This is an optimization exercise on Yosys and OpenROAD, whose aim is small area and a short achievable clock period, not a production implementation. Where RTL was checked, it was by simulation tests only, not by an equivalence proof against the original. No functional check of the RTL was part of runs 2 to 5. No activity file was given, so power comes from the tool's default toggle rates.

==> flow/design.v <==
`timescale 1ns / 1ps
module CPU(
input [15:0]i_datain,
input [15:0]d_datain,
input clock,
input reset,
input enable,
input start,
output [7:0]i_addr,
output [7:0]d_addr,
output [15:0]d_dataout,
output d_we
);
reg        state;           
wire       run = state;
reg  [7:0] pc;
reg  [4:0] id_op;           
reg  [10:0] id_f;           
reg  [2:0] id_ixl, id_ixh, id_iy;    
reg  [4:0] ex_op;           
reg  [2:0] ex_rd;
reg  [15:0] ex_a, ex_b;
reg        ex_cin;
reg  [7:0] ex_sd;           
reg  [15:0] m_c;
reg  [7:0] m_sd;
reg        m_we, m_take, m_wen, m_halt;    
reg        m_load;
reg  [2:0] m_rd;
reg  [15:0] w_c;
reg        w_wen, w_halt;                  
reg  [2:0] w_rd;
reg        zf, nf, cf;
reg  [15:0] gr [7:0];
assign i_addr    = pc;
assign d_addr    = m_c[7:0];
assign d_we      = m_we;
assign d_dataout = {m_c[15:8], m_sd};
always @(posedge clock or negedge reset)
    if (!reset)
        state <= 1'b0;
    else if (state)
        state <= enable & ~w_halt;
    else
        state <= enable & start;
wire [4:0] f_op = i_datain[15:11];
wire f_user1 = (f_op == 5'b10000) || (f_op == 5'b01001) || (f_op == 5'b01011)
             || (f_op[4:3] == 2'b11);
wire f_store = (f_op == 5'b00011);
always @(posedge clock or negedge reset)
    if (!reset) begin
        pc <= 8'd0;
        id_op <= 5'd0;
    end else if (run) begin
        pc <= m_take ? m_c[7:0] : pc + 8'd1;
        id_op <= f_op;
    end
always @(posedge clock)
    if (run) begin
        id_f <= i_datain[10:0];
        id_ixl <= f_user1 ? i_datain[10:8] : i_datain[6:4];
        id_ixh <= f_user1 ? i_datain[10:8] : i_datain[6:4];
        id_iy  <= f_store ? i_datain[10:8] : i_datain[2:0];
    end
wire [15:0] rx = {gr[id_ixh][15:8], gr[id_ixl][7:0]};
wire [15:0] ry = gr[id_iy];
wire [7:0]  imm8 = id_f[7:0];
wire d_jump  = (id_op == 5'b11000);
wire d_store = (id_op == 5'b00011);
wire d_shl   = (id_op[4:1] == 4'b0010);
wire d_val3  = (id_op[4:2] == 3'b001) || (id_op[4:1] == 4'b0001);   
wire d_imm   = (id_op == 5'b01001) || (id_op == 5'b01011) || (id_op[4:3] == 2'b11);
wire d_ldih  = (id_op == 5'b10000);
wire d_sub   = (id_op == 5'b01010) || (id_op == 5'b01011) || (id_op == 5'b10010)
             || (id_op == 5'b01100);
wire d_addc  = (id_op == 5'b10001);
wire d_subc  = (id_op == 5'b10010);
integer k;
reg [15:0] d_a, d_b;
always @(*) begin
    for (k = 0; k < 16; k = k + 1)
        d_a[k] = d_shl ? rx[15-k] : rx[k];
    if (d_store) d_a[15:8] = 8'd0;
    if (d_val3)
        d_b = {(d_store ? ry[15:8] : 8'd0), 4'd0, id_f[3:0]};
    else if (d_imm)
        d_b = {8'd0, imm8};
    else if (d_ldih)
        d_b = {imm8, 8'd0};
    else
        d_b = ry;
    if (d_sub) d_b = ~d_b;
end
always @(posedge clock or negedge reset)
    if (!reset)
        ex_op <= 5'd0;
    else if (run)
        ex_op <= id_op;
always @(posedge clock)
    if (run) begin
        ex_rd <= id_f[10:8];
        ex_a <= d_a;
        ex_b <= d_b;
        ex_cin <= d_addc ? cf : d_subc ? ~cf : d_sub;
        ex_sd <= ry[7:0];
    end
wire [15:0] a = ex_a;
wire [15:0] b = ex_b;
wire [16:0] s = {1'b0, a} + {1'b0, b} + {16'd0, ex_cin};
wire [15:0] sum = s[15:0];
wire        cout = s[16];
wire [15:0] p = a ^ b;
wire [15:0] o = a | b;
wire        z = &(~(p ^ {o[14:0], ex_cin}));
reg t3, t2, t1;
always @(*) begin
    case (ex_op)
        5'b01101: {t3, t2, t1} = 3'b100;    
        5'b01110: {t3, t2, t1} = 3'b111;    
        5'b01111: {t3, t2, t1} = 3'b011;    
        default:  {t3, t2, t1} = 3'b101;    
    endcase
end
wire [15:0] lg = (a & b & {16{t3}}) | (a & ~b & {16{t2}}) | (~a & b & {16{t1}});
wire        e_shl = (ex_op[4:1] == 4'b0010);
wire        fill = (ex_op == 5'b00111) & a[15];
wire [31:0] sh0 = {{16{fill}}, a};
wire [31:0] sh1 = b[0] ? {1'b0, sh0[31:1]} : sh0;
wire [31:0] sh2 = b[1] ? {2'b0, sh1[31:2]} : sh1;
wire [31:0] sh3 = b[2] ? {4'b0, sh2[31:4]} : sh2;
wire [15:0] y   = b[3] ? sh3[23:8] : sh3[15:0];
reg  [15:0] yr;
always @(*)
    for (k = 0; k < 16; k = k + 1)
        yr[k] = y[15-k];
wire e_logic = (ex_op[4:2] == 3'b011);
wire e_shift = (ex_op[4:2] == 3'b001);
wire e_jump  = (ex_op == 5'b11000);
wire e_store = (ex_op == 5'b00011);
wire [15:0] sh = e_shl ? yr : y;
wire [7:0] res_lo = (e_logic | e_jump) ? lg[7:0] : e_shift ? sh[7:0] : sum[7:0];
wire [7:0] res_hi = (e_logic | e_store) ? lg[15:8] : e_shift ? sh[15:8] : sum[15:8];
wire e_zn = (ex_op == 5'b01000) || (ex_op == 5'b01001) || (ex_op == 5'b10001)
          || (ex_op == 5'b01010) || (ex_op == 5'b01011) || (ex_op == 5'b10010)
          || (ex_op == 5'b01100);
wire e_c  = (ex_op == 5'b01000) || (ex_op == 5'b01001) || (ex_op == 5'b10001);
wire kill = (ex_op == 5'b10001) & ex_cin & (&b);
reg cond;
always @(*)
    case (ex_op[2:1])
        2'b00: cond = 1'b1;
        2'b01: cond = zf;
        2'b10: cond = nf;
        2'b11: cond = cf;
    endcase
wire e_take = (ex_op[4:3] == 2'b11) && ((ex_op[2:1] == 2'b00) || (cond ^ ex_op[0]));
wire e_wen = (ex_op == 5'b00010) || (ex_op == 5'b10000) || (ex_op == 5'b01000)
          || (ex_op == 5'b01001) || (ex_op == 5'b10001) || (ex_op == 5'b01010)
          || (ex_op == 5'b01011) || (ex_op == 5'b10010) || (ex_op == 5'b01101)
          || (ex_op == 5'b01110) || (ex_op == 5'b01111) || (ex_op[4:2] == 3'b001);
always @(posedge clock or negedge reset)
    if (!reset) begin
        zf <= 1'b0; nf <= 1'b0; cf <= 1'b0;
        m_we <= 1'b0; m_take <= 1'b0; m_wen <= 1'b0; m_halt <= 1'b0;
    end else if (run) begin
        if (e_zn) begin
            zf <= z;
            nf <= sum[15];
        end
        if (e_c)
            cf <= cout & ~kill;
        m_we <= e_store;
        m_take <= e_take;
        m_wen <= e_wen;
        m_halt <= (ex_op == 5'b00001);
    end
always @(posedge clock)
    if (run) begin
        m_c <= {res_hi, res_lo};
        m_sd <= ex_sd;
        m_load <= (ex_op == 5'b00010);
        m_rd <= ex_rd;
    end
always @(posedge clock or negedge reset)
    if (!reset) begin
        w_wen <= 1'b0; w_halt <= 1'b0;
    end else if (run) begin
        w_wen <= m_wen;
        w_halt <= m_halt;
    end
always @(posedge clock)
    if (run) begin
        w_c <= m_load ? d_datain : m_c;
        w_rd <= m_rd;
    end
always @(posedge clock or negedge reset)
    if (!reset) begin
        for (k = 0; k < 8; k = k + 1)
            gr[k] <= 16'd0;
    end else if (run & w_wen)
        gr[w_rd] <= w_c;
endmodule
==> flow/run.sh <==
#!/bin/bash
# synth_recipe.tcl (not shown) runs the flow's synth.tcl, then flattens the netlist and writes it again
# the make line also repeats each setting of config.mk as NAME=value (left out here)
make -C /OpenROAD-flow-scripts/flow DESIGN_CONFIG=/design/flow/config.mk WORK_HOME=/design/flow/orfs CLKGATE_MAP_FILE= SYNTH_SCRIPT=/design/flow/synth_recipe.tcl finish
==> flow/config.mk <==
export PLATFORM = sky130hd
export DESIGN_NAME = CPU
export DESIGN_NICKNAME = CPU
export VERILOG_FILES = /design/flow/design.v
export SDC_FILE = /design/flow/constraint.sdc
export NUM_CORES = 4
export LEC_CHECK = 0
export CAP_MARGIN = 20
export CORE_MARGIN = 2
export CORE_UTILIZATION = 40
export SLEW_MARGIN = 20
==> flow/constraint.sdc <==
create_clock -name core_clock -period 3.8 [get_ports {clock}]
set_input_delay 0.7600 -clock core_clock [delete_from_list [all_inputs] [get_ports {clock}]]
set_output_delay 0.7600 -clock core_clock [all_outputs]
set_load 0.01 [all_outputs]
==> flow_summary.toml, run 1 <==
[timing]
rsz0062_at_grt = "false"
fin_skew_ps = 12.6
fin_tns_setup_ps = 0
finalCritPeriodShare = 0.795
fin_ws_ps = 779
max_freq_mhz = 331
hold_viol = 0
relSlewSlack = 0.319
fin_crit_ps = 3020
tightest_slew_ps = 1020
maxSlewViolCount = 0
setup_viol = 0

[floorplanning]
initial_utilization = 0.407
die-height_um = 202
core_um2 = 38700
dieWidth_um = 202
fp-row-count = 72
die_area_um2 = 41000
io_pins = 69

[clock_network]
ctsLongestPathBuffers = 3
cts.sinks = 264
cts_resized = 0
cts-root-buf = "clkbuf_16"
ctsHoldBuffers = 0
clk_latency_ps = 570
cts_buffers = 30
clk_pin_slew_worst_paths_ps = 60
cts_tree = "built"
cts_setup_buffers = 0
cts-htree-levels = 1

[place]
portBuffers = 68
place_ws_ps = 858
gp_congestion = 0.966
place_area_um2 = 17000
hpwl_um = 35500

[synthesis]
synth_cells = 1403
synth-seq-cells = 264
avgSynthCellArea_um2 = 11.2
async_flop_share = 0.591
ys_seq_area_frac = 0.454
syn_area_um2 = 15800
yosysWarnings = 2
ys_dominant_reg_cell = "dfrtp_1"
syn_nets = 1505
synthDistinctLibCells = 82
synth_edf_count = 108

[critical_path]
criticalPathCategory = "reg -> reg"
path_max_fanout = 4
critPathRequiredTime_ps = 4190
cp.arrival_ps = 3420
rr_startpoint = "ex_a[0]"
start_kind = "flop"
worstReg2RegEnd = "m_c[14]"
reg2reg_slack_ps = 780
cp-end-kind = "flop"
ff2ff_path_depth = 9

[global_route]
antenna_found_initial = 0
grt_pass1_vias = 11779
grt-ovfl-total = 0
grt_max_degree = 80
grt_usage = 0.236
grt_pass1_wl_um = 74000

[cells_and_area]
num_antenna_cells = 0
final-seq-area_um2 = 7150
nFillCells = 3583
final_core_util = 0.466
drive_gt1_frac = 0.210
area_growth_pct = 14.6
num-nets-final = 1554
postLayoutCellArea_um2 = 18100
multi_input_area_um2 = 7990

[status]
status = "finished clean"

[route]
top_layer = "met4"
antenna_left = 0
wl_met2_um = 23300
first_iter_violations = 1040
vias = 11895
route.detailed.drc = 0
wl_um = 48600
drt-met1-wl_um = 21500
wl_met3_um = 2470
first_pass_iters = 6
avgViaCountPerCell = 5.97
wire_per_inst_um = 24.4

[flow_run]
maxCapViolations = 0

[pwr]
ir_worst_vdd_uv = 442
cellPowerDensity_nw_per_um2 = 687
fin_total_pwr_mw = 12.4
leakage_nw = 7.32

[hold_path]
hold_path.class = "in -> async"
[power by group]
| part | switching [mW] | internal [mW] | leakage, nW |
|---|---|---|---|
| Combinational | 2.29 | 2.08 | 3.81 |
| Sequential | 0.955 | 4.02 | 3.01 |
| Clock | 1.20 | 1.86 | 0.502 |
[cells by family after synthesis]
kind of cell | synth area share
xor gates and xnor gates | 0.0200
AOI/OAI and AO/OA | 0.141
buffers and inverters | 0.0400
DFF | 0.454
adders and majority gates | 0.0534
muxes | 0.189
and+or+nand+nor | 0.104
[worst max-delay path by stage]
stage | end | cells after the start | slack (ps) | start
after CTS | m_c[14] | 9 | 820 | ex_a[0]
final | m_c[14] | 9 | 780 | ex_a[0]
after global routing | m_c[14] | 9 | 610 | ex_a[0]
after global placement | m_c[15] | 8 | 830 | ex_b[2]
after floorplan | gr[5][10] | 4 | 650 | state
after detailed placement | m_c[14] | 9 | 860 | ex_a[0]
[cells in the final DEF (no fill, tap or decap), drive strengths merged, types with 11 or more instances in the layout]
cell,synthesis,layout
buf,41,42
clkbuf,51,41
nor3,13,13
or3,13,13
o21ai,63,63
ha,64,64
a22oi,20,20
nand4,12,12
mux2i,47,47
nor2b,22,22
nand2b,26,26
dfrtp,156,156
o22ai,16,16
mux2,174,174
nor2,93,93
a21oi,59,59
a221oi,33,33
edfxtp,108,108
nand3,25,25
clkdlybuf4s50,0,67
inv,53,53
a211oi,13,13
mux4,24,24
a22o,11,11
o2bb2ai,11,11
xor2,27,27
nand2,86,86
[registers in the layout (all words and copies together), names as in the netlist, 5 cells and up]
register	flops
gr	128
m_sd	8
w_c	16
pc	8
ex_a	16
ex_b	16
id_f	11
ex_op	5
id_op	5
m_c	16
ex_sd	8
[metal layers]
layer,up-vias,track usage
met2,398,0.396
li1,5351,-
met3,84,0.0282
met4,0,0.0633
met1,6062,0.324
met5,-,0
[Yosys cell counts, types with 11 or more instances]
cell type,number,area share
o2bb2ai_1,11,0.0061
a221oi_1,33,0.018
nand4_1,12,0.0048
clkbuf_1,49,0.012
mux2_2,174,0.12
xor2_1,27,0.015
a211oi_1,13,0.0062
nor3_1,13,0.0041
a21oi_1,58,0.018
dfrtp_1,156,0.25
a22oi_1,20,0.0095
mux2i_1,47,0.030
ha_1,64,0.051
mux4_2,24,0.034
o21ai_0,57,0.018
nor2_1,91,0.022
inv_1,52,0.012
nor2b_1,22,0.0087
nand2_1,86,0.020
nand3_1,24,0.0076
edfxtp_1,108,0.21
o22ai_1,16,0.0064
nand2b_1,26,0.010
a22o_1,11,0.0061
or3_1,12,0.0048
buf_2,27,0.0086
[worst max-delay path, stage by stage, from the launching register on]
cell and delay (ps):
edfxtp_1 390, inv_1 110, fa_1 460, fa_1 410, nor2b_1 230, o31ai_1 150, a211o_1 340, a31o_1 220
or3_1 320, a32oi_1 220
[per-stage QoR]
stage                     hold WS [ps]  std cells
after floorplan                    400       1403
after global placement             403       1938
after detailed placement           405       1938
after CTS                          159       1994
after global routing               180       1994
final                              154       1994
[area by class of cell]
| class | count | area share |
|---|---|---|
| Multi-Input combinational cell | 993 | 0.442 |
| Sequential cell | 264 | 0.396 |
| Clock inverter | 15 | 0.0105 |
| Tap cell | 518 | 0.0359 |
| Timing Repair Buffer | 109 | 0.0562 |
| Clock buffer | 41 | 0.0478 |
| Inverter | 54 | 0.0112 |
==> run 2, diff against run 1 <==
--- a/flow/design.v
+++ b/flow/design.v
@@ -17,5 +17,5 @@
 reg  [4:0] id_op;           
 reg  [10:0] id_f;           
-reg  [2:0] id_ixl, id_ixh, id_iy;    
+reg  [2:0] id_ixl, id_iy;    
 reg  [4:0] ex_op;           
 reg  [2:0] ex_rd;
@@ -33,4 +33,5 @@
 reg        zf, nf, cf;
 reg  [15:0] gr [7:0];
+integer k;
 assign i_addr    = pc;
 assign d_addr    = m_c[7:0];
@@ -60,9 +61,18 @@
         id_f <= i_datain[10:0];
         id_ixl <= f_user1 ? i_datain[10:8] : i_datain[6:4];
-        id_ixh <= f_user1 ? i_datain[10:8] : i_datain[6:4];
         id_iy  <= f_store ? i_datain[10:8] : i_datain[2:0];
     end
-wire [15:0] rx = {gr[id_ixh][15:8], gr[id_ixl][7:0]};
-wire [15:0] ry = gr[id_iy];
+reg  [7:0] gv;
+wire [7:0] selx = (8'd1 << id_ixl) & gv;
+wire [7:0] sely = (8'd1 << id_iy) & gv;
+reg  [15:0] rx, ry;
+always @(*) begin
+    rx = 16'd0;
+    ry = 16'd0;
+    for (k = 0; k < 8; k = k + 1) begin
+        rx = rx | (gr[k] & {16{selx[k]}});
+        ry = ry | (gr[k] & {16{sely[k]}});
+    end
+end
 wire [7:0]  imm8 = id_f[7:0];
 wire d_jump  = (id_op == 5'b11000);
@@ -76,5 +86,4 @@
 wire d_addc  = (id_op == 5'b10001);
 wire d_subc  = (id_op == 5'b10010);
-integer k;
 reg [15:0] d_a, d_b;
 always @(*) begin
@@ -107,10 +116,25 @@
 wire [15:0] a = ex_a;
 wire [15:0] b = ex_b;
-wire [16:0] s = {1'b0, a} + {1'b0, b} + {16'd0, ex_cin};
-wire [15:0] sum = s[15:0];
-wire        cout = s[16];
-wire [15:0] p = a ^ b;
-wire [15:0] o = a | b;
-wire        z = &(~(p ^ {o[14:0], ex_cin}));
+wire [15:0] g = a & b;
+wire [15:0] t = a | b;
+reg  [15:0] gg, gt, tg, tt;
+integer lv, j;
+always @(*) begin
+    gg = g;
+    gt = t;
+    for (lv = 0; lv < 4; lv = lv + 1) begin
+        tg = gg;
+        tt = gt;
+        for (j = 0; j < 16; j = j + 1)
+            if (j >= (1 << lv)) begin
+                gg[j] = tg[j] | (tt[j] & tg[j - (1 << lv)]);
+                gt[j] = tt[j] & tt[j - (1 << lv)];
+            end
+    end
+end
+wire [15:0] c    = {gg[14:0], 1'b0} | ({gt[14:0], 1'b1} & {16{ex_cin}});
+wire [15:0] sum  = (t ^ c) ^ g;
+wire        cout = gg[15] | (gt[15] & ex_cin);
+wire        z = &(~((t ^ {t[14:0], ex_cin}) ^ g));
 reg t3, t2, t1;
 always @(*) begin
@@ -195,8 +219,10 @@
     end
 always @(posedge clock or negedge reset)
-    if (!reset) begin
-        for (k = 0; k < 8; k = k + 1)
-            gr[k] <= 16'd0;
-    end else if (run & w_wen)
+    if (!reset)
+        gv <= 8'd0;
+    else if (run & w_wen)
+        gv[w_rd] <= 1'b1;
+always @(posedge clock)
+    if (run & w_wen)
         gr[w_rd] <= w_c;
 endmodule
--- a/flow/config.mk
+++ b/flow/config.mk
@@ -9,3 +9,4 @@
 export CORE_MARGIN = 2
 export CORE_UTILIZATION = 40
+export SETUP_SLACK_MARGIN = 1.0
 export SLEW_MARGIN = 20
==> run 2 against run 1 <==
  * Clock-buffer cell count down 6
  * Worst setup slack better by 180 ps
  * Register-to-register slack better by 180 ps
  * Combinational power down 24%
  * Design area down 6.1%
  * Synthesized cell count down 12%
  * Sequential power down 12%
  * Final cell count down 11%
  * Clock power about the same
  * Total power down 13%
  * Wire length down 2.6%
  * Flip-flop and latch count up 8
  * Critical path type unchanged
  * Critical endpoint is now m_c[8]
  * Largest power group unchanged
  * Highest routed layer unchanged
==> flow_summary.toml, run 2 <==
[critical_path]
critPathRequiredTime_ps = 4110
cp-end-kind = "flop"
cp.arrival_ps = 3140
criticalPathCategory = "reg -> reg"
path_max_fanout = 15
start_kind = "flop"
rr_startpoint = "ex_op[3]"
crit_start = "ex_op[3]"

[floorplanning]
die-height_um = 195
initial_utilization = 0.407
die_area_um2 = 37900
fp-row-count = 69
io_pins = 69
dieWidth_um = 195
core_um2 = 35700

[timing]
tightest_slew_ps = 1090
max_freq_mhz = 353
fin_tns_setup_ps = 0
maxSlewViolCount = 0
hold_viol = 0
rsz0062_at_grt = "true"
setup_viol = 0
relSlewSlack = 0.270
fin_skew_ps = 15.6
fin_crit_ps = 2840
finalCritPeriodShare = 0.747

[synthesis]
yosysWarnings = 1
synth_edf_count = 236
synth_common_cells = "236 x edfxtp_1, 101 x nand2_1, 74 x a21oi_1"
syn_area_um2 = 14500
synth_cells = 1232
yosysTopAreaCell = "edfxtp_1"
avgSynthCellArea_um2 = 11.8
syn_nets = 1288
ys_seq_area_frac = 0.550
synth_most_common_cell = "edfxtp_1"
ys_dominant_reg_cell = "edfxtp_1"
synth.top_cells.by_area = "edfxtp_1 49%, dfrtp_1 6.2%, mux2_2 3.4%, a22oi_1 3.4%, nand2_1 2.6%"
synth-seq-cells = 272
netlist.area_leader.share = 0.488
synthDistinctLibCells = 89
async_flop_share = 0.132

[place]
gp_congestion = 0.975
place_area_um2 = 15700
hpwl_um = 32700
portBuffers = 68

[pwr]
leakage_nw = 5.93
cellPowerDensity_nw_per_um2 = 633
ir_worst_vdd_uv = 462

[route]
wire_per_inst_um = 26.7
wl_um = 47300
vias = 11187
avgViaCountPerCell = 6.31
first_pass_iters = 9
antenna_left = 0
first_iter_violations = 1445
route.detailed.drc = 0

[clock_network]
ctsHoldBuffers = 0
cts-root-buf = "clkbuf_16"
clk_latency_ps = 590
cts.sinks = 272
clk_pin_slew_worst_paths_ps = 60
cts_buffers = 31
cts_tree = "built"
ctsLongestPathBuffers = 3
cts-htree-levels = 1

[hold_path]
hold_path.class = "in -> async"

[cells_and_area]
postLayoutCellArea_um2 = 17000
final_cell_mix = "236 x edfxtp_1, 101 x nand2_1, 72 x a21oi_1"
num-nets-final = 1343
area_growth_pct = 16.7
drive_gt1_frac = 0.164
regMostFlops = "gr"
largest_reg_flops = 128
num_antenna_cells = 0
final_common_cell = "edfxtp_1"

[flow_run]
maxCapViolations = 0

[global_route]
grt_pass1_wl_um = 69700
grt_max_degree = 71
grt-ovfl-total = 0
grt_pass1_vias = 10454
grt_usage = 0.245
antenna_found_initial = 1

[status]
status = "finished clean"
-- run 2: changes by cell type after synthesis, sizes merged, moves of 15 or more --
cell    before  now
nand2b      26    8
a222oi       6   25
inv         53   26
a21oi       59   74
dfrtp      156   36
a22oi       20   65
xnor2        9   24
nor2        93   64
mux2i       47   24
ha          64   19
edfxtp     108  236
mux2       174   46
nand2       86  102
-- run 2: logic make-up after synthesis --
family                     share of synthesized area
AOI/OAI and AO/OA                              0.178
xor gates and xnor gates                      0.0289
adders and majority gates                     0.0192
buffers and inverters                         0.0371
DFF                                            0.550
muxes                                         0.0734
and+or+nand+nor                                0.113
-- run 2: path summary, 6_finish.rpt --
| path | end | slack [ps] | depth (start not counted) |
|---|---|---|---|
| max reg2reg | m_c[8] | 960 | 6 |
| min in group core_clock | m_sd[5] | 420 | 0 |
| min | gv[0] | 80 | 1 |
| min reg2reg | m_sd[5] | 420 | 0 |
| max in group asynchronous | state | 3190 | 2 |
| max | m_c[8] | 960 | 6 |
-- run 2: power by group --
part | switching [mW] | total [mW] | internal, mW
registers | 0.607 | 4.38 | 3.77
clock network | 1.26 | 3.05 | 1.78
logic | 1.90 | 3.31 | 1.41
-- run 2: per-layer routing --
metal  wire length [um]  vias to the layer above  track usage  share of wire
met5                  0                        -            0              0
met4               1360                        0       0.0695          0.029
met3               4210                       87       0.0446          0.089
met2              21200                      627        0.385           0.45
met1              20600                     5514        0.349           0.43
li1                   -                     4959            -              -
-- run 2: critical path: stages, from the launching register on --
cell and delay [ps]:
dfrtp_1 540, or3b_1 620, or2_2 400, a21oi_1 320
o21a_1 180, a21oi_1 40, a31oi_1 460
-- run 2: layout make-up --
type | count | area (um^2)
clock inverter | 22 | 253
inverter | 27 | 101
tap | 461 | 577
sequential | 272 | 7990
timing repair buffer | 118 | 1080
fill | 3202 | 18700
clock buffer | 35 | 791
multi-input combinational | 837 | 6150
-- run 2: repair_timing --
action / 4_1_cts / 5_1_grt
setup endpoints to repair: 4 / 23
gates resized for setup: 4 / 9
buffers inserted: 1 / 12
-- run 2: metrics by stage --
step	std cells	hold WS, ps	utilization	power, mW	setup WS, ps
floorplan	1232	400	-	6.28	827
global placement	1700	400	0.440	7.55	744
detailed placement	1701	405	0.440	7.56	697
CTS	1759	358	0.470	10.7	975
global route	1772	69.8	0.475	11.2	928
finish	1772	82.2	0.475	10.7	963
==> run 3, diff against run 2 <==
--- a/flow/config.mk
+++ b/flow/config.mk
@@ -9,4 +9,4 @@
 export CORE_MARGIN = 2
 export CORE_UTILIZATION = 40
-export SETUP_SLACK_MARGIN = 1.0
+export SETUP_SLACK_MARGIN = 0.7
 export SLEW_MARGIN = 20
==> run 3 against run 2 <==
  * Flip-flop and latch count unchanged
  * Core utilization down 0.62 points
  * Still clean on timing, DRC and antenna
  * Non-clock buffer count down 15
  * Via count down 0.59%
  * Critical path depth up 1
  * Die area unchanged
  * Clock power down 4%
  * Design area down 1.3%
  * Final cell count down 1.0%
  * Synthesized cell count unchanged
  * Sequential power about the same
  * Total power down 1.8%
==> flow_summary.toml, run 3 <==
[floorplanning]
io_pins = 69
dieWidth_um = 195
core_um2 = 35700
die-height_um = 195
die_area_um2 = 37900
fp-row-count = 69
initial_utilization = 0.407

[critical_path]
criticalPathCategory = "reg -> reg"
reg2reg_slack_ps = 850
cp-end-kind = "flop"
path_cells = "buf_4 > mux2_2 > mux4_2 > nor2_1 > a21oi_1 > a221oi_1 > a21oi_1"
cp.arrival_ps = 3240
crit_start = "ex_b[1]"
cpMaxStageDelayCell = "edfxtp_1"
worstReg2RegEnd = "m_c[5]"
rr_startpoint = "ex_b[1]"
path_max_fanout = 19
slowest_delay_ps = 810
start_kind = "flop"
critPathRequiredTime_ps = 4080
ff2ff_path_depth = 7
crit_path_frequent_cell = "a21oi_1"

[timing]
rsz0062_at_grt = "false"
setup_viol = 0
fin_skew_ps = 35.7
relSlewSlack = 0.249
max_freq_mhz = 339
finalCritPeriodShare = 0.777
fin_crit_ps = 2950
fin_tns_setup_ps = 0
maxSlewViolCount = 0
hold_viol = 0
tightest_slew_ps = 1130

[route]
route.detailed.drc = 0
first_pass_iters = 9
antenna_left = 0
first_iter_violations = 1695
wl_um = 47800
avgViaCountPerCell = 6.34
wire_per_inst_um = 27.2
vias = 11121

[synthesis]
syn_area_um2 = 14500
yosysWarnings = 1
synth_cells = 1232
synth.top_cells.by_area = "edfxtp_1 49%, dfrtp_1 6.2%, mux2_2 3.4%, a22oi_1 3.4%, nand2_1 2.6%"
synthAdderAreaFrac = 0.0192
yosysTopAreaCell = "edfxtp_1"
ys_dominant_reg_cell = "edfxtp_1"
ys_seq_area_frac = 0.550
synth-xor-area-share = 0.0289
synth-seq-cells = 272
syn_nets = 1288
avgSynthCellArea_um2 = 11.8
synth_top_family_by_area = "compound AO/OA/AOI/OAI gates"
synth_compound_area_frac = 0.178
synthMuxAreaShare = 0.0734
synth_most_common_cell = "edfxtp_1"
async_flop_share = 0.132
netlist.area_leader.share = 0.488
synth_common_cells = "236 x edfxtp_1, 101 x nand2_1, 74 x a21oi_1"
synthDistinctLibCells = 89
synth_edf_count = 236
synth-simple-area-share = 0.113

[cells_and_area]
drive_gt1_frac = 0.147
regMostFlops = "gr"
largest_reg_flops = 128
area_growth_pct = 15.1
postLayoutCellArea_um2 = 16700
final_core_util = 0.469
final_common_cell = "edfxtp_1"
final_cell_mix = "236 x edfxtp_1, 101 x nand2_1, 74 x a21oi_1"
num_antenna_cells = 0
num-nets-final = 1326

[pwr]
cellPowerDensity_nw_per_um2 = 630
fin_total_pwr_mw = 10.5
leakage_nw = 5.81
ir_worst_vdd_uv = 373

[clock_network]
cts_setup_buffers = 0
cts_tree = "built"
cts.sinks = 272
ctsHoldBuffers = 0
ctsLongestPathBuffers = 3
clk_pin_slew_worst_paths_ps = 70
cts-root-buf = "clkbuf_16"
clk_latency_ps = 590
cts_buffers = 29
cts-htree-levels = 1

[hold_path]
hold_path.class = "in -> async"

[global_route]
grt_max_degree = 122
antenna_found_initial = 2
grt-ovfl-total = 0
grt_pass1_vias = 10517
grt_usage = 0.249
grt_pass1_wl_um = 70500

[flow_run]
maxCapViolations = 0

[place]
hpwl_um = 33300
place_area_um2 = 15700
portBuffers = 68
gp_congestion = 0.988

[status]
status = "finished clean"
[run 3: worst max-delay path, delay by kind of cell, from the launching register on]
family	cells	cell delay (ps)
buffers and inverters	1	360
multiplexers	2	850
flip-flops	1	810
AO/OA/AOI/OAI	3	520
AND/OR/NAND/NOR	1	100
[run 3: stage by stage]
| stage | setup slack [ps] | hold WS [ps] | instances |
|---|---|---|---|
| final | 847 | 170 | 1754 |
| after global routing | 719 | 191 | 1754 |
| after CTS | 725 | 358 | 1753 |
| after detailed placement | 764 | 405 | 1699 |
| after global placement | 766 | 401 | 1699 |
| after floorplan | 425 | 400 | 1232 |
[run 3: routing by layer]
metal	up-vias	part of all wire	GRT usage
met5	-	0	0
met4	0	0.033	0.0783
met3	89	0.090	0.0338
met2	666	0.44	0.384
met1	5450	0.43	0.365
li1	4916	-	-
[run 3: area by class of cell]
cell class                 instances  area (um^2)
fill                            3160        18900
multi-input combinational        837         6090
clock buffer                      34          774
inverter                          27          101
clock inverter                    20          223
sequential                       272         7990
tap                              461          577
timing repair buffer             103          973
[run 3: worst max-delay path by stage]
stage	endpoint	slack (ps)	depth (start not counted)
floorplan	gr[1][0]	430	5
global placement	m_c[15]	770	8
detailed placement	m_c[15]	760	8
CTS	m_c[15]	730	8
global route	m_c[5]	720	7
finish	m_c[5]	850	7
[run 3: report_power, final]
group          switching [mW]  internal (mW)  leakage, nW  total [mW]
Sequential              0.643           3.77         2.63        4.41
Combinational            1.82           1.36         2.70        3.19
Clock                    1.26           1.69        0.478        2.94
[run 3: kinds of logic (layout without fill, tap and decap cells)]
kind of cell,after synthesis,count (layout)
xor gates and xnor gates,48,48
buffers and inverters,123,184
muxes,83,83
adders and majority gates,22,22
AOI/OAI and AO/OA,366,366
DFF,272,272
and+or+nand+nor,318,318
[run 3: what timing repair did]
item | 4_1_cts | 5_1_grt
gates resized for setup | 0 | 2
endpoints found under the hold margin | 0 | 0
endpoints found under the setup margin | 0 | 3
==> run 4, diff against run 3 <==
--- a/flow/config.mk
+++ b/flow/config.mk
@@ -9,4 +9,5 @@
 export CORE_MARGIN = 2
 export CORE_UTILIZATION = 40
-export SETUP_SLACK_MARGIN = 0.7
+export CTS_BUF_LIST = sky130_fd_sc_hd__clkbuf_8
+export SETUP_SLACK_MARGIN = 1.0
 export SLEW_MARGIN = 20
==> run 4 against run 3 <==
  * Design area grew 1.8%
  * Sequential share of layout area fell by 0.86 points
  * Via count rose by 2.8%
  * Clock power increased by 6%
  * Final cell count up 3.0%
==> flow_summary.toml, run 4 <==
[place]
hpwl_um = 32700
gp_congestion = 0.975
place_area_um2 = 15700
portBuffers = 68

[synthesis]
yosysTopAreaCell = "edfxtp_1"
synth_edf_count = 236
synth_common_cells = "236 x edfxtp_1, 101 x nand2_1, 74 x a21oi_1"
synth_cells = 1232
avgSynthCellArea_um2 = 11.8
yosysWarnings = 1
syn_nets = 1288
syn_area_um2 = 14500
synth.top_cells.by_area = "edfxtp_1 49%, dfrtp_1 6.2%, mux2_2 3.4%, a22oi_1 3.4%, nand2_1 2.6%"
synth_most_common_cell = "edfxtp_1"
ys_seq_area_frac = 0.550
async_flop_share = 0.132
netlist.area_leader.share = 0.488
synth-seq-cells = 272
ys_dominant_reg_cell = "edfxtp_1"
synthDistinctLibCells = 89

[route]
wl_um = 47600
wl_met3_um = 4280
first_pass_iters = 8
wire_per_inst_um = 26.3
antenna_left = 0
top_layer = "met5"
wl_met2_um = 21400
first_iter_violations = 1323
avgViaCountPerCell = 6.32
vias = 11428
route.detailed.drc = 0
drt-met1-wl_um = 20200

[pwr]
cellPowerDensity_nw_per_um2 = 635
ir_worst_vdd_uv = 269
leakage_nw = 6.03

[clock_network]
ctsLongestPathBuffers = 3
cts-root-buf = "clkbuf_8"
clk_pin_slew_worst_paths_ps = 70
cts_tree = "built"
cts_buffers = 48
clk_latency_ps = 630
ctsHoldBuffers = 0
cts.sinks = 272
cts-htree-levels = 2

[timing]
setup_viol = 0
relSlewSlack = 0.307
hold-worst-slack_ps = 28.1
fin_tns_setup_ps = 0
rsz0062_at_grt = "true"
tightest_slew_ps = 1040
max_freq_mhz = 361
finalCritPeriodShare = 0.729
hold_viol = 0
maxSlewViolCount = 0
fin_skew_ps = 38.0
fin_crit_ps = 2770

[cells_and_area]
num_antenna_cells = 0
largest_reg_flops = 128
final_cell_mix = "236 x edfxtp_1, 101 x nand2_1, 72 x a21oi_1"
postLayoutCellArea_um2 = 17000
nFillCells = 3229
regMostFlops = "gr"
area_growth_pct = 17.3
final_common_cell = "edfxtp_1"
drive_gt1_frac = 0.176
multi_input_area_um2 = 6170
num-nets-final = 1364
final-seq-area_um2 = 7990

[floorplanning]
die_area_um2 = 37900
core_um2 = 35700
io_pins = 69
die-height_um = 195
fp-row-count = 69
dieWidth_um = 195
initial_utilization = 0.407

[global_route]
grt_max_degree = 71
grt-ovfl-total = 0
grt_pass1_vias = 10699
antenna_found_initial = 4
grt_pass1_wl_um = 69900
grt_usage = 0.248

[critical_path]
crit_cells = 6
start_kind = "flop"
rr_startpoint = "ex_op[4]"
criticalPathCategory = "reg -> reg"
worstReg2RegEnd = "m_c[4]"
ff2ff_path_depth = 6
slowest_delay_ps = 610
cp.arrival_ps = 3100
reg2reg_slack_ps = 1030
critical_path.top_delay_family = "compound AO/OA/AOI/OAI gates"
critPathRequiredTime_ps = 4130
cpMaxStageDelayCell = "or3b_1"
path_buf_inv = 0
cp-end-kind = "flop"
path_cells = "or3b_1 > nor2_4 > o22ai_1 > o21ai_0 > a21oi_1 > a311oi_1"
path_max_fanout = 17

[status]
status = "finished clean"

[flow_run]
maxCapViolations = 0

[hold_path]
hold_path.class = "in -> async"
==> run 4: how the worst max path moves through the flow <==
stage | from | slack (ps) | end
final | ex_op[4] | 1030 | m_c[4]
after floorplan | state | 830 | gr[5][0]
after detailed placement | ex_a[6] | 700 | m_c[15]
after global routing | ex_op[4] | 1000 | m_c[2]
after CTS | ex_b[2] | 980 | m_c[15]
after global placement | ex_a[6] | 740 | m_c[15]
==> run 4: through the flow <==
stage | total power [mW] | std cells | setup slack [ps] | util
4_1_cts | 10.7 | 1789 | 978 | 0.472
6_report | 10.8 | 1807 | 1030 | 0.478
3_3_place_gp | 7.55 | 1700 | 744 | 0.440
5_1_grt | 11.3 | 1807 | 998 | 0.478
2_1_floorplan | 6.28 | 1232 | 827 | -
3_5_place_dp | 7.56 | 1701 | 697 | 0.440
==> run 4: cell type report <==
class | instances | share of cell area
flip-flops and latches | 272 | 0.469
multi-input cells | 837 | 0.362
repair buffers | 122 | 0.0649
clock buffers | 50 | 0.0404
well taps | 461 | 0.0339
clock inverters | 38 | 0.0238
inverters | 27 | 0.00595
==> run 4: logic make-up after synthesis <==
logic type / synth area share
buffers and inverters: 0.0371
AO/OA/AOI/OAI: 0.178
XOR/XNOR: 0.0289
AND/OR/NAND/NOR: 0.113
adder cells (fa/ha/maj): 0.0192
multiplexers: 0.0734
flip-flops: 0.550
==> run 4: metal layers <==
| layer | vias up | global-route usage |
|---|---|---|
| li1 | 5014 | - |
| met1 | 5670 | 0.345 |
| met2 | 630 | 0.379 |
| met3 | 110 | 0.0557 |
| met4 | 4 | 0.0977 |
| met5 | - | 0 |
==> run 4: repair_timing <==
action                                  CTS  global route
pin swaps                                 0             0
buffers inserted                          0            16
gates resized for setup                   5            12
gates cloned                              0             0
endpoints found under the setup margin    4            19
==> run 4: report_power, final <==
group	leakage [nW]	switching, mW	internal (mW)
logic	2.81	1.89	1.42
registers	2.63	0.609	3.77
clock network	0.588	1.28	1.84
total	6.03	3.78	7.04
==> run 5, diff against run 4 <==
--- a/flow/config.mk
+++ b/flow/config.mk
@@ -9,5 +9,5 @@
 export CORE_MARGIN = 2
 export CORE_UTILIZATION = 40
-export CTS_BUF_LIST = sky130_fd_sc_hd__clkbuf_8
+export CTS_BUF_LIST = sky130_fd_sc_hd__clkbuf_4 sky130_fd_sc_hd__clkbuf_8
 export SETUP_SLACK_MARGIN = 1.0
 export SLEW_MARGIN = 20
==> run 5 against run 4 <==
  * Via count about the same
  * Clock power up 4%
  * Sequential share of layout area shrank 0.093 points
  * Combinational power about the same
  * Largest cell class unchanged
  * Highest routed layer unchanged
==> flow_summary.toml, run 5 <==
[timing]
maxSlewViolCount = 0
fin_crit_ps = 2740
setup_viol = 0
max_freq_mhz = 365
fin_tns_setup_ps = 0
rsz0062_at_grt = "true"
tightest_slew_ps = 1060
fin_skew_ps = 38.3
hold_viol = 0
relSlewSlack = 0.291
finalCritPeriodShare = 0.722

[critical_path]
path_max_fanout = 17
criticalPathCategory = "reg -> reg"
cp.arrival_ps = 3070
start_kind = "flop"
cp-end-kind = "flop"
critPathRequiredTime_ps = 4130

[cells_and_area]
area_growth_pct = 17.5
drive_gt1_frac = 0.185
final_common_cell = "edfxtp_1"
num_antenna_cells = 0
largest_reg_flops = 128
final_cell_mix = "236 x edfxtp_1, 101 x nand2_1, 72 x a21oi_1"
regMostFlops = "gr"
stdcell_count = 1805
nFillCells = 3221
num-nets-final = 1362

[floorplanning]
die-height_um = 195
io_pins = 69
initial_utilization = 0.407
core_um2 = 35700
dieWidth_um = 195
fp-row-count = 69
die_area_um2 = 37900

[clock_network]
clk_pin_slew_worst_paths_ps = 70
clk_latency_ps = 630
ctsHoldBuffers = 0
cts_buffers = 48
ctsLongestPathBuffers = 3
cts.sinks = 272
cts-htree-levels = 2
cts-root-buf = "clkbuf_8"
cts_tree = "built"

[pwr]
cellPowerDensity_nw_per_um2 = 641
leakage_nw = 6.01
ir_worst_vdd_uv = 286

[synthesis]
yosysWarnings = 1
synth_edf_count = 236
ys_seq_area_frac = 0.550
syn_nets = 1288
synth-seq-cells = 272
synthDistinctLibCells = 89
avgSynthCellArea_um2 = 11.8
synth.top_cells.by_area = "edfxtp_1 49%, dfrtp_1 6.2%, mux2_2 3.4%, a22oi_1 3.4%, nand2_1 2.6%"
yosysTopAreaCell = "edfxtp_1"
netlist.area_leader.share = 0.488
async_flop_share = 0.132
synth_common_cells = "236 x edfxtp_1, 101 x nand2_1, 74 x a21oi_1"
ys_dominant_reg_cell = "edfxtp_1"
synth_most_common_cell = "edfxtp_1"
synth_cells = 1232
syn_area_um2 = 14500

[global_route]
grt_pass1_vias = 10726
grt-ovfl-total = 0
grt_usage = 0.249
antenna_found_initial = 4
grt_max_degree = 71
grt_pass1_wl_um = 70100

[status]
status = "finished clean"

[place]
gp_congestion = 0.975
hpwl_um = 32700
dp.cells = 1701
portBuffers = 68

[route]
first_pass_iters = 6
antenna_left = 0
wl_um = 47800
first_iter_violations = 1384
vias = 11439
wire_per_inst_um = 26.5
avgViaCountPerCell = 6.34
route.detailed.drc = 0

[hold_path]
hold_path.class = "in -> async"

[flow_run]
maxCapViolations = 0
run 5: cell counts after synthesis:
Identical to the previous run, type by type.
run 5: path summary, 6_finish.rpt:
path / from / to / slack [ps] / cells past startpoint
max in group asynchronous: reset / state / 3240 / 2
min in group core_clock: ex_sd[5] / m_sd[5] / 410 / 0
setup / recovery: ex_op[4] / m_c[4] / 1060 / 6
hold reg to reg: ex_sd[5] / m_sd[5] / 410 / 0
setup reg to reg: ex_op[4] / m_c[4] / 1060 / 6
hold / removal: reset / gv[0] / 30 / 1
run 5: what timing repair did:
item / in CTS / in global routing
hold endpoints to repair: 0 / 0
pin swaps: 0 / 0
setup buffers: 0 / 15
setup endpoints to repair: 4 / 25
resized for setup: 5 / 14
cloned: 0 / 0
run 5: layer usage:
layer	GRT usage	share of wire	routed length [um]
met1	0.344	0.43	20300
met4	0.0991	0.037	1750
met2	0.379	0.45	21300
met3	0.0569	0.091	4330
met5	0	0.00092	44
run 5: critical path: stages, from the launching register on:
cell      delay (ps)
dfrtp_1          550
or3b_1           610
nor2_4           320
o22ai_1          220
o21ai_0          200
a21oi_1           60
a311oi_1         500
run 5: layout make-up:
class / instances / area, um^2 / area share
clock buffers: 61 / 771 / 0.0452
multi-input cells: 837 / 6170 / 0.362
repair buffers: 120 / 1090 / 0.0638
well taps: 461 / 577 / 0.0338
clock inverters: 27 / 364 / 0.0213
flip-flops and latches: 272 / 7990 / 0.468
inverters: 27 / 101 / 0.00594
run 5: cell families after synthesis:
kind of cell / after synthesis / share of synthesized area
AO/OA/AOI/OAI: 366 / 0.178
AND/OR/NAND/NOR: 318 / 0.113
flip-flops: 272 / 0.550
buffers and inverters: 123 / 0.0371
multiplexers: 83 / 0.0734
XOR/XNOR: 48 / 0.0289
adder cells (fa/ha/maj): 22 / 0.0192
run 5: metrics by stage:
stage                     hold WS [ps]  area [um^2]  setup slack, ps  total power, mW   util
after floorplan                    400        14600              827             6.28      -
after global placement             400        15700              744             7.55  0.440
after detailed placement           405        15700              697             7.56  0.440
after CTS                          306        16900              978             10.9  0.473
after global routing              19.4        17100              998             11.4  0.479
final                             28.6        17100             1060             10.9  0.479
run 5: report_power, final:
group	total, mW	leakage, nW	internal [mW]	switching [mW]
Clock	3.24	0.580	1.95	1.29
Sequential	4.38	2.63	3.77	0.610
Combinational	3.32	2.80	1.42	1.90
Total	10.9	6.01	7.15	3.79
==> run 6, diff against run 5 <==
--- a/flow/design.v
+++ b/flow/design.v
@@ -22,4 +22,6 @@
 reg  [15:0] ex_a, ex_b;
 reg        ex_cin;
+reg        ex_sra;
+reg        ex_lo_lg, ex_hi_lg, ex_lo_sum, ex_hi_sum, ex_shl, ex_shr;    
 reg  [7:0] ex_sd;           
 reg  [15:0] m_c;
@@ -85,4 +87,6 @@
              || (id_op == 5'b01100);
 wire d_addc  = (id_op == 5'b10001);
+wire d_logic = (id_op[4:2] == 3'b011);
+wire d_shift = (id_op[4:2] == 3'b001);
 wire d_subc  = (id_op == 5'b10010);
 reg [15:0] d_a, d_b;
@@ -112,4 +116,11 @@
         ex_b <= d_b;
         ex_cin <= d_addc ? cf : d_subc ? ~cf : d_sub;
+        ex_lo_lg  <= d_logic | d_jump;
+        ex_hi_lg  <= d_logic | d_store;
+        ex_lo_sum <= ~(d_logic | d_jump | d_shift);
+        ex_hi_sum <= ~(d_logic | d_store | d_shift);
+        ex_shl <= d_shl;
+        ex_sra <= (id_op == 5'b00111);
+        ex_shr <= d_shift & ~d_shl;
         ex_sd <= ry[7:0];
     end
@@ -147,6 +158,5 @@
 end
 wire [15:0] lg = (a & b & {16{t3}}) | (a & ~b & {16{t2}}) | (~a & b & {16{t1}});
-wire        e_shl = (ex_op[4:1] == 4'b0010);
-wire        fill = (ex_op == 5'b00111) & a[15];
+wire        fill = ex_sra & a[15];
 wire [31:0] sh0 = {{16{fill}}, a};
 wire [31:0] sh1 = b[0] ? {1'b0, sh0[31:1]} : sh0;
@@ -158,11 +168,9 @@
     for (k = 0; k < 16; k = k + 1)
         yr[k] = y[15-k];
-wire e_logic = (ex_op[4:2] == 3'b011);
-wire e_shift = (ex_op[4:2] == 3'b001);
-wire e_jump  = (ex_op == 5'b11000);
 wire e_store = (ex_op == 5'b00011);
-wire [15:0] sh = e_shl ? yr : y;
-wire [7:0] res_lo = (e_logic | e_jump) ? lg[7:0] : e_shift ? sh[7:0] : sum[7:0];
-wire [7:0] res_hi = (e_logic | e_store) ? lg[15:8] : e_shift ? sh[15:8] : sum[15:8];
+wire [7:0] res_lo = (lg[7:0] & {8{ex_lo_lg}}) | (yr[7:0] & {8{ex_shl}})
+                  | (y[7:0] & {8{ex_shr}}) | (sum[7:0] & {8{ex_lo_sum}});
+wire [7:0] res_hi = (lg[15:8] & {8{ex_hi_lg}}) | (yr[15:8] & {8{ex_shl}})
+                  | (y[15:8] & {8{ex_shr}}) | (sum[15:8] & {8{ex_hi_sum}});
 wire e_zn = (ex_op == 5'b01000) || (ex_op == 5'b01001) || (ex_op == 5'b10001)
           || (ex_op == 5'b01010) || (ex_op == 5'b01011) || (ex_op == 5'b10010)
--- a/flow/config.mk
+++ b/flow/config.mk
@@ -9,5 +9,6 @@
 export CORE_MARGIN = 2
 export CORE_UTILIZATION = 40
-export CTS_BUF_LIST = sky130_fd_sc_hd__clkbuf_4 sky130_fd_sc_hd__clkbuf_8
+export CTS_CLUSTER_DIAMETER = 100
+export CTS_CLUSTER_SIZE = 30
 export SETUP_SLACK_MARGIN = 1.0
 export SLEW_MARGIN = 20
==> run 6 against run 5 <==
  * Global-route usage fell by 1.2 points
  * Hold slack improved by 190 ps
  * Register-to-register slack improved by 30 ps
  * Largest cell class unchanged
  * Clock power fell by 47%
  * Flip-flop and latch count rose by 7
  * Die area fell by 0.77%
  * Synthesized area fell by 0.79%
  * Design area fell by 5.4%
  * Still clean
  * Sequential share of layout area rose by 4.0 points
  * Worst setup slack improved by 30 ps
==> flow_summary.toml, run 6 <==
[status]
status = "finished clean"

[synthesis]
ys_seq_area_frac = 0.569
synth_common_cells = "243 x edfxtp_1, 88 x a22oi_1, 79 x nand2_1"
synth_edf_count = 243
avgSynthCellArea_um2 = 12.3
ys_dominant_reg_cell = "edfxtp_1"
yosysWarnings = 1
netlist.area_leader.share = 0.506
syn_area_um2 = 14400
yosysTopAreaCell = "edfxtp_1"
synthDistinctLibCells = 69
synth-seq-cells = 279
syn_nets = 1225
synth_cells = 1169
async_flop_share = 0.129
synth.top_cells.by_area = "edfxtp_1 51%, dfrtp_1 6.3%, a22oi_1 4.6%, mux2_2 3.4%, mux2i_1 2.2%"
synth_most_common_cell = "edfxtp_1"

[critical_path]
path_max_fanout = 8
cpMaxStageDelayCell = "edfxtp_1"
cp.arrival_ps = 2960
slowest_delay_ps = 590
cp-end-kind = "flop"
start_kind = "flop"
crit_start = "ex_a[2]"
path_cells = "or2_2 > ha_1 > a2bb2oi_2 > o31ai_2 > a31oi_2 > mux2i_1 > a211o_1"
criticalPathCategory = "reg -> reg"
rr_startpoint = "ex_a[2]"
critPathRequiredTime_ps = 4050

[cells_and_area]
drive_gt1_frac = 0.131
area_growth_pct = 12.0
num-nets-final = 1265
regMostFlops = "gr"
final_common_cell = "edfxtp_1"
final-seq-area_um2 = 8200
largest_reg_flops = 128
nFillCells = 3217
num_antenna_cells = 0
multi_input_area_um2 = 5860
final_core_util = 0.454
final_cell_mix = "243 x edfxtp_1, 88 x a22oi_1, 79 x nand2_1"

[floorplanning]
io_pins = 69
die_area_um2 = 37600
die-height_um = 194
dieWidth_um = 194
initial_utilization = 0.405
core_um2 = 35600
fp-row-count = 69

[clock_network]
cts-root-buf = "clkbuf_16"
clk_pin_slew_worst_paths_ps = 110
ctsHoldBuffers = 0
cts_buffers = 14
ctsLongestPathBuffers = 3
cts-htree-levels = 1
clk_latency_ps = 540
cts.sinks = 279
cts_tree = "built"

[global_route]
grt-ovfl-total = 0
grt_usage = 0.236
grt_max_degree = 66
grt_pass1_vias = 10064
antenna_found_initial = 3
grt_pass1_wl_um = 66700

[pwr]
leakage_nw = 5.44
ir_worst_vdd_uv = 350
cellPowerDensity_nw_per_um2 = 559
fin_total_pwr_mw = 9.03

[timing]
hold-worst-slack_ps = 223
max_freq_mhz = 369
setup_viol = 0
rsz0062_at_grt = "true"
fin_tns_setup_ps = 0
tightest_slew_ps = 1120
fin_crit_ps = 2710
finalCritPeriodShare = 0.714
fin_skew_ps = 58.3
hold_viol = 0
maxSlewViolCount = 0
relSlewSlack = 0.254

[place]
portBuffers = 68
gp_congestion = 0.962
hpwl_um = 31400

[hold_path]
hold_path.class = "in -> async"

[route]
wl_um = 45500
first_iter_violations = 1338
vias = 10610
first_pass_iters = 9
wire_per_inst_um = 27.1
route.detailed.drc = 0
avgViaCountPerCell = 6.32
antenna_left = 0

[flow_run]
maxCapViolations = 0
## run 6: cell types whose count changed in the layout (fill, tap and decap cells not counted), sizes merged, moves of 11 or more
cell	change
clkbuf	-40
a22oi	+23
nand2	-23
a21oi	-21
a222oi	-20
nor2	-18
a22o	+15
clkinv	-14
buf	-13
and3	+12
o21ai	-11
## run 6: worst max-delay path, delay by kind of cell, from the launching register on
family | cells | cell delay, ps
AO/OA/AOI/OAI | 4 | 1060
adder cells (fa/ha/maj) | 1 | 210
flip-flops | 1 | 590
multiplexers | 1 | 140
AND/OR/NAND/NOR | 1 | 410
## run 6: final timing paths
kind	end	slack, ps	depth (start not counted)
worst max-delay path	m_c[15]	1090	7
worst min-delay path	gv[4]	220	1
worst max register to register	m_c[15]	1090	7
worst min register to register	m_sd[0]	430	0
max in group asynchronous	state	2830	2
min in group core_clock	m_sd[0]	430	0
## run 6: timing repair
| item | CTS | global route |
|---|---|---|
| setup buffers | 5 | 6 |
| resized for setup | 0 | 5 |
| endpoints found under the setup margin | 7 | 8 |
## run 6: power breakdown
group          internal, mW  total, mW  switching (mW)
clock                 0.731       1.71           0.981
sequential             3.82       4.39           0.567
combinational          1.31       2.93            1.62
## run 6: per-layer routing
layer	global-route usage	wire length, um	vias to the layer above	share of wire
li1	-	-	4659	-
met1	0.352	19700	5308	0.43
met2	0.360	20400	572	0.45
met3	0.0275	4010	69	0.088
met4	0.0786	1410	2	0.031
met5	0	13	-	0.00029
## run 6: logic make-up after synthesis
logic type                 after synthesis  share of synthesized area
DFF                                    279                      0.569
xor gates and xnor gates                52                     0.0316
AOI/OAI and AO/OA                      338                      0.168
buffers and inverters                  109                     0.0311
muxes                                   90                     0.0793
and+or+nand+nor                        279                      0.102
adders and majority gates               22                     0.0193
## run 6: stage by stage
step | area (um^2) | worst slack (ps) | cells
after global placement | 15600 | 905 | 1643
after CTS | 16100 | 1040 | 1672
final | 16100 | 1090 | 1678
after floorplan | 14400 | 535 | 1169
after global routing | 16100 | 977 | 1678
after detailed placement | 15600 | 880 | 1643
## run 6: layout make-up
type | instances | share of cell area
Timing Repair Buffer | 107 | 0.0615
Tap cell | 461 | 0.0357
Inverter | 26 | 0.00604
Multi-Input combinational cell | 781 | 0.363
Clock inverter | 3 | 0.00201
Clock buffer | 21 | 0.0239
Sequential cell | 279 | 0.508
==> run 7, diff against run 6 <==
--- a/flow/config.mk
+++ b/flow/config.mk
@@ -9,6 +9,4 @@
 export CORE_MARGIN = 2
 export CORE_UTILIZATION = 40
-export CTS_CLUSTER_DIAMETER = 100
-export CTS_CLUSTER_SIZE = 30
 export SETUP_SLACK_MARGIN = 1.0
 export SLEW_MARGIN = 20
==> run 7 against run 6 <==
  * Still clean on timing, DRC and antenna
  * Flip-flop and latch count unchanged
  * Combinational power barely moved
  * Hold slack got worse by 44 ps
  * Critical endpoint is now ex_b[0]
  * Clock power increased by 66%
==> flow_summary.toml, run 7 <==
[status]
status = "finished clean"

[pwr]
cellPowerDensity_nw_per_um2 = 610
switching_share = 0.339
ir_worst_vdd_uv = 459
leakage_nw = 5.70
clkPwrFrac = 0.280
internal_power_mw = 6.72
fin_total_pwr_mw = 10.2
p_switching_mw = 3.44
pwr-share-comb = 0.287
pwr-share-seq = 0.433

[global_route]
top_usage_layer = "met2"
antenna_found_initial = 2
grt_pass1_vias = 10307
grt-ovfl-total = 0
grt_usage = 0.238
gr-usage-met2 = 0.359
grt_max_degree = 66
use_met1 = 0.349
use_met3 = 0.0329
grt_pass1_wl_um = 67500

[route]
first_iter_violations = 1357
wire_per_inst_um = 26.8
vias = 10732
wl_um = 45800
route.detailed.drc = 0
antenna_left = 0
first_pass_iters = 7
avgViaCountPerCell = 6.28

[timing]
fin_tns_setup_ps = 0
fin_skew_ps = 25.9
setup_viol = 0
hold_viol = 0
tightest_slew_ps = 1110
maxSlewViolCount = 0
rsz0062_at_grt = "true"
fin_ws_ps = 1090
relSlewSlack = 0.259
finalCritPeriodShare = 0.712
max_freq_mhz = 369
fin_crit_ps = 2710

[cells_and_area]
num-nets-final = 1278
regMostFlops = "gr"
largest_reg_flops = 128
drive_gt1_frac = 0.150
final_common_cell = "edfxtp_1"
nFillCells = 3181
area_growth_pct = 15.7
final_cell_mix = "243 x edfxtp_1, 88 x a22oi_1, 79 x nand2_1"

[place]
place_ws_ps = 880
hpwl_um = 31400
gp_congestion = 0.962
portBuffers = 68

[flow_run]
maxCapViolations = 0

[synthesis]
avgSynthCellArea_um2 = 12.3
netlist.area_leader.share = 0.506
ys_dominant_reg_cell = "edfxtp_1"
syn_area_um2 = 14400
synth_most_common_cell = "edfxtp_1"
syn_nets = 1225
synth_common_cells = "243 x edfxtp_1, 88 x a22oi_1, 79 x nand2_1"
async_flop_share = 0.129
ys_seq_area_frac = 0.569
synth-seq-cells = 279
synthDistinctLibCells = 69
synth.top_cells.by_area = "edfxtp_1 51%, dfrtp_1 6.3%, a22oi_1 4.6%, mux2_2 3.4%, mux2i_1 2.2%"
synth_cells = 1169
yosysTopAreaCell = "edfxtp_1"
yosysWarnings = 1
synth_edf_count = 243

[clock_network]
cts_tree = "built"
cts_buffers = 30
cts-root-buf = "clkbuf_16"
cts-htree-levels = 1
clk_latency_ps = 600
cts.sinks = 279
ctsLongestPathBuffers = 3
clk_pin_slew_worst_paths_ps = 60

[floorplanning]
die-height_um = 194
dieWidth_um = 194
initial_utilization = 0.405
core_um2 = 35600
io_pins = 69
fp-row-count = 69
die_area_um2 = 37600

[critical_path]
reg2reg_slack_ps = 1090
critPathRequiredTime_ps = 4090
path_buf_inv = 0
path_cells = "and4b_1 > a22oi_1 > nand3_1 > a22oi_1 > xor2_1"
slowest_delay_ps = 940
criticalPathCategory = "reg -> reg"
path_max_fanout = 16
start_kind = "flop"
cpMaxStageDelayCell = "and4b_1"
crit_path_frequent_cell = "a22oi_1"
critical_path.top_delay_family = "simple AND/OR/NAND/NOR gates"
cp-end-kind = "flop"
cp.arrival_ps = 2990

[hold_path]
hold_path.class = "in -> async"
run 7: worst reg2reg max path, delay by kind of cell, from the launching register on:
kind / cells / cell delay, ps
XOR/XNOR: 1 / 180
AND/OR/NAND/NOR: 2 / 1300
flip-flops: 1 / 510
AO/OA/AOI/OAI: 2 / 400
run 7: path summary, 6_finish.rpt:
path,start,to,cells after the start
worst min register to register,ex_rd[1],m_rd[1],0
worst max-delay path,id_iy[2],ex_b[0],5
worst min-delay path,reset,gv[0],1
worst max register to register,id_iy[2],ex_b[0],5
min in group core_clock,ex_rd[1],m_rd[1],0
max in group asynchronous,reset,state,2
run 7: through the flow:
step | std cells | hold slack (ps) | area, um^2 | utilization
after floorplan | 1169 | 400 | 14400 | -
after global placement | 1643 | 401 | 15600 | 0.439
after detailed placement | 1643 | 405 | 15600 | 0.439
after CTS | 1703 | 179 | 16600 | 0.467
after global routing | 1707 | 196 | 16700 | 0.469
final | 1708 | 179 | 16700 | 0.469
run 7: cell type report:
type,instances,area (um^2),area share
timing repair buffer,104,971,0.0582
inverter,26,97.6,0.00585
multi-input combinational,781,5860,0.351
clock inverter,23,200,0.0120
clock buffer,33,762,0.0457
tap,461,577,0.0346
antenna,1,2.50,0.000150
sequential,279,8200,0.492
run 7: kinds of logic (layout without fill, tap and decap cells):
group                    Yosys count  count (layout)  share of synthesized area
multiplexers                      90              90                     0.0793
buffers and inverters            109             186                     0.0311
AND/OR/NAND/NOR                  279             279                      0.102
adder cells (fa/ha/maj)           22              22                     0.0193
other                              0               1                          0
AO/OA/AOI/OAI                    338             338                      0.168
flip-flops                       279             279                      0.569
XOR/XNOR                          52              52                     0.0316
run 7: repair_timing:
action,in CTS,in global routing
hold buffers,0,0
endpoints found under the setup margin,6,6
pin swaps,0,0
setup buffers,4,4
resized for setup,0,4
run 7: power groups by stage:
| stage | Sequential, mW | Clock, mW | Combinational [mW] |
|---|---|---|---|
| after floorplan | 4.16 | 0 | 1.98 |
| after global placement | 4.47 | 0 | 2.77 |
| after detailed placement | 4.47 | 0 | 2.79 |
| after CTS | 4.40 | 2.89 | 2.84 |
| after global routing | 4.44 | 3.01 | 3.14 |
| final | 4.40 | 2.84 | 2.92 |
run 7: per-layer routing:
metal	wire length, um	vias up
met3	4180	94
met2	20300	568
met1	19600	5353
li1	-	4717
met5	0	-
met4	1790	0
==> run 8, diff against run 7 <==
--- a/flow/config.mk
+++ b/flow/config.mk
@@ -9,4 +9,6 @@
 export CORE_MARGIN = 2
 export CORE_UTILIZATION = 40
-export SETUP_SLACK_MARGIN = 1.0
+export CTS_CLUSTER_DIAMETER = 80
+export CTS_CLUSTER_SIZE = 20
+export SETUP_SLACK_MARGIN = 1.6
 export SLEW_MARGIN = 20
==> run 8 against run 7 <==
  * Via count is 9.0% higher
  * Non-clock buffer count rose by 146
  * First-iteration DRC count rose by 11%
  * Flip-flop and latch count unchanged
  * Sequential share of layout area decreased by 4.5 points
  * Die area did not move
  * Hold slack improved by 100 ps
  * Synthesized cell count stayed put
  * Final cell count is 7.4% higher
  * Register-to-register slack improved by 260 ps
  * Wire length increased by 11%
  * Clock power fell by 27%
  * Largest cell class unchanged
  * Largest power group unchanged
==> flow_summary.toml, run 8 <==
[route]
wire_per_inst_um = 27.7
wl_um = 50800
route.detailed.drc = 0
first_iter_violations = 1506
vias = 11698
avgViaCountPerCell = 6.37
first_pass_iters = 8
antenna_left = 0

[synthesis]
synthMuxAreaShare = 0.0793
synth.top_cells.by_area = "edfxtp_1 51%, dfrtp_1 6.3%, a22oi_1 4.6%, mux2_2 3.4%, mux2i_1 2.2%"
synthAdderAreaFrac = 0.0193
synth_common_cells = "243 x edfxtp_1, 88 x a22oi_1, 79 x nand2_1"
synth-xor-area-share = 0.0316
synth_most_common_cell = "edfxtp_1"
synth-simple-area-share = 0.102
synth_compound_area_frac = 0.168
avgSynthCellArea_um2 = 12.3
synthDistinctLibCells = 69
synth_edf_count = 243
ys_dominant_reg_cell = "edfxtp_1"
synth_top_family_by_area = "compound AO/OA/AOI/OAI gates"
syn_nets = 1225
yosysWarnings = 1
yosysTopAreaCell = "edfxtp_1"
syn_area_um2 = 14400
synth_cells = 1169
synth-seq-cells = 279
async_flop_share = 0.129
netlist.area_leader.share = 0.506
ys_seq_area_frac = 0.569

[pwr]
fin_total_pwr_mw = 10.3
ir_worst_vdd_uv = 349
pwr-share-seq = 0.425
pwr-share-comb = 0.374
p_switching_mw = 3.71
cellPowerDensity_nw_per_um2 = 558
leakage_nw = 6.56
internal_power_mw = 6.55
clkPwrFrac = 0.201
switching_share = 0.362

[cells_and_area]
final_cell_mix = "243 x edfxtp_1, 142 x buf_4, 72 x nand2_1"
final_common_cell = "edfxtp_1"
stdcell_count = 1835
regMostFlops = "gr"
largest_reg_flops = 128
area_growth_pct = 27.5
num_antenna_cells = 0
drive_gt1_frac = 0.322
num-nets-final = 1418

[clock_network]
cts.sinks = 279
ctsLongestPathBuffers = 3
cts_buffers = 19
ctsHoldBuffers = 0
clk_pin_slew_worst_paths_ps = 90
cts_tree = "built"
cts-htree-levels = 1
clk_latency_ps = 540
cts-root-buf = "clkbuf_16"

[global_route]
grt_max_degree = 71
grt_pass1_vias = 10453
antenna_found_initial = 2
grt_pass1_wl_um = 69600
grt-ovfl-total = 0
grt_usage = 0.248

[timing]
finalCritPeriodShare = 0.643
relSlewSlack = 0.352
rsz0062_at_grt = "true"
setup_viol = 0
fin_tns_setup_ps = 0
hold_viol = 0
maxSlewViolCount = 0
fin_skew_ps = 17.1
hold-worst-slack_ps = 281
fin_crit_ps = 2440
fin_ws_ps = 1360
max_freq_mhz = 409
tightest_slew_ps = 972

[hold_path]
hold_path.class = "in -> async"

[place]
portBuffers = 68
gp_congestion = 0.952
dp.cells = 1640
place_ws_ps = 951
hpwl_um = 31800

[critical_path]
criticalPathCategory = "reg -> reg"
path_max_fanout = 3
critPathRequiredTime_ps = 4080
start_kind = "flop"
cp.arrival_ps = 2720
cp-end-kind = "flop"

[floorplanning]
die-height_um = 194
io_pins = 69
die_area_um2 = 37600
initial_utilization = 0.405
core_um2 = 35600
dieWidth_um = 194
fp-row-count = 69

[status]
status = "finished clean"

[flow_run]
maxCapViolations = 0
==> run 8: cell types whose count changed in the layout (fill, tap and decap cells not counted), sizes merged, moves of 2 or more <==
cell           change
clkbuf             -5
and4b              +5
buf              +145
bufinv             -2
dlygate4sd2       +25
clkinv            -17
clkdlybuf4s50     -28
dlymetal6s2s       +3
inv                +3
==> run 8: logic make-up after synthesis <==
logic type	Yosys count
xor+xnor	52
fa+ha+maj	22
compound gates	338
flops	279
simple gates	279
buf+inv	109
mux	90
==> run 8: worst max-delay path, cell delays in order, from the launching register on <==
cell	delay [ps]
edfxtp_1	550
or2_4	310
ha_4	190
and3_4	200
a32oi_4	250
nand3_4	150
and4_1	180
or3_1	360
==> run 8: final timing paths <==
kind	end	slack (ps)	from	depth (start not counted)
min in group core_clock	m_sd[3]	420	ex_sd[3]	0
min reg2reg	m_sd[3]	420	ex_sd[3]	0
max in group asynchronous	pc[3]	2800	reset	2
min	gv[0]	280	reset	1
max	m_c[12]	1360	ex_b[8]	7
max reg2reg	m_c[12]	1360	ex_b[8]	7
==> run 8: metal layers <==
metal  track usage  vias to the layer above  wire, um
met5             0                        -        20
li1              -                     4986         -
met3        0.0456                      114      5610
met1         0.362                     5834     21200
met2         0.373                      760     22100
met4        0.0811                        4      1930
==> run 8: per-stage QoR <==
stage,area [um^2],util
3_5_place_dp,15700,0.442
5_1_grt,18400,0.516
6_report,18400,0.516
4_1_cts,17100,0.480
2_1_floorplan,14600,-
3_3_place_gp,15700,0.442
==> run 8: power groups by stage <==
stage	Combinational, mW	Sequential, mW	Clock [mW]
floorplan	2.07	4.17	0
global placement	2.82	4.50	0
detailed placement	2.85	4.49	0
CTS	3.29	4.32	2.08
global route	4.05	4.39	2.18
finish	3.84	4.36	2.06
==> run 8: area by class of cell <==
type                            count  area [um^2]
Tap cell                          461          577
Inverter                           26         97.6
Sequential cell                   279         8210
Fill cell                        3115        17200
Timing Repair Buffer              250         2240
Clock inverter                      6         52.6
Multi-Input combinational cell    786         6680
Clock buffer                       27          505
==> run 8: repair_timing <==
action                     CTS  global route
pin swaps                   15            63
resized for setup          101           138
setup endpoints to repair   77            51
hold endpoints to repair     0             0
buffers inserted            72            81
gates cloned                 0             9

## afterwards: timing with drivers on the ports
The results above use ideal ports. As a check the final layouts listed here were re-extracted and re-timed, cells and wires unchanged. Step 1 (the two cells are an assumption about what drives the block):
set clk [get_ports {clock}]
set_driving_cell -lib_cell sky130_fd_sc_hd__clkbuf_16 $clk
set_driving_cell -lib_cell sky130_fd_sc_hd__buf_2 [delete_from_list [all_inputs] $clk]
Step 2 also shifts input and output timing later by t, the mid clock arrival at the registers, as if the neighbouring blocks saw the same clock. Three values: ideal, step 1, step 2; two values: the first two.
run | t (ns) | setup WS [ns] | worst setup path after step 2 | worst register clock-pin slew, ns | worst slew at a driven data input, ns
run 1 | 0.607 | 0.779 / 0.779 / 0.779 | register to register | 0.07 / 0.07 | 0.05
run 2 | 0.627 | 0.963 / 0.963 / 0.963 | register to register | 0.07 / 0.07 | 0.04
run 3 | 0.619 | 0.847 / 0.847 / 0.847 | register to register | 0.07 / 0.07 | 0.04
run 4 | 0.653 | 1.030 / 1.030 / 1.030 | register to register | 0.07 / 0.07 | 0.04
run 5 | 0.657 | 1.058 / 1.058 / 1.058 | register to register | 0.08 / 0.08 | 0.04
run 6 | 0.561 | 1.088 / 1.088 / 1.088 | register to register | 0.12 / 0.12 | 0.04
run 7 | 0.633 | 1.093 / 1.093 / 1.093 | register to register | 0.06 / 0.06 | 0.04
run 8 | 0.580 | 1.356 / 1.356 / 1.283 | input to register | 0.09 / 0.09 | 0.06
After both steps setup and hold are still met in every run listed. The setup slack of run 8, which loses most, moves by 0.000 ns with the drivers and by -0.073 ns with both steps.
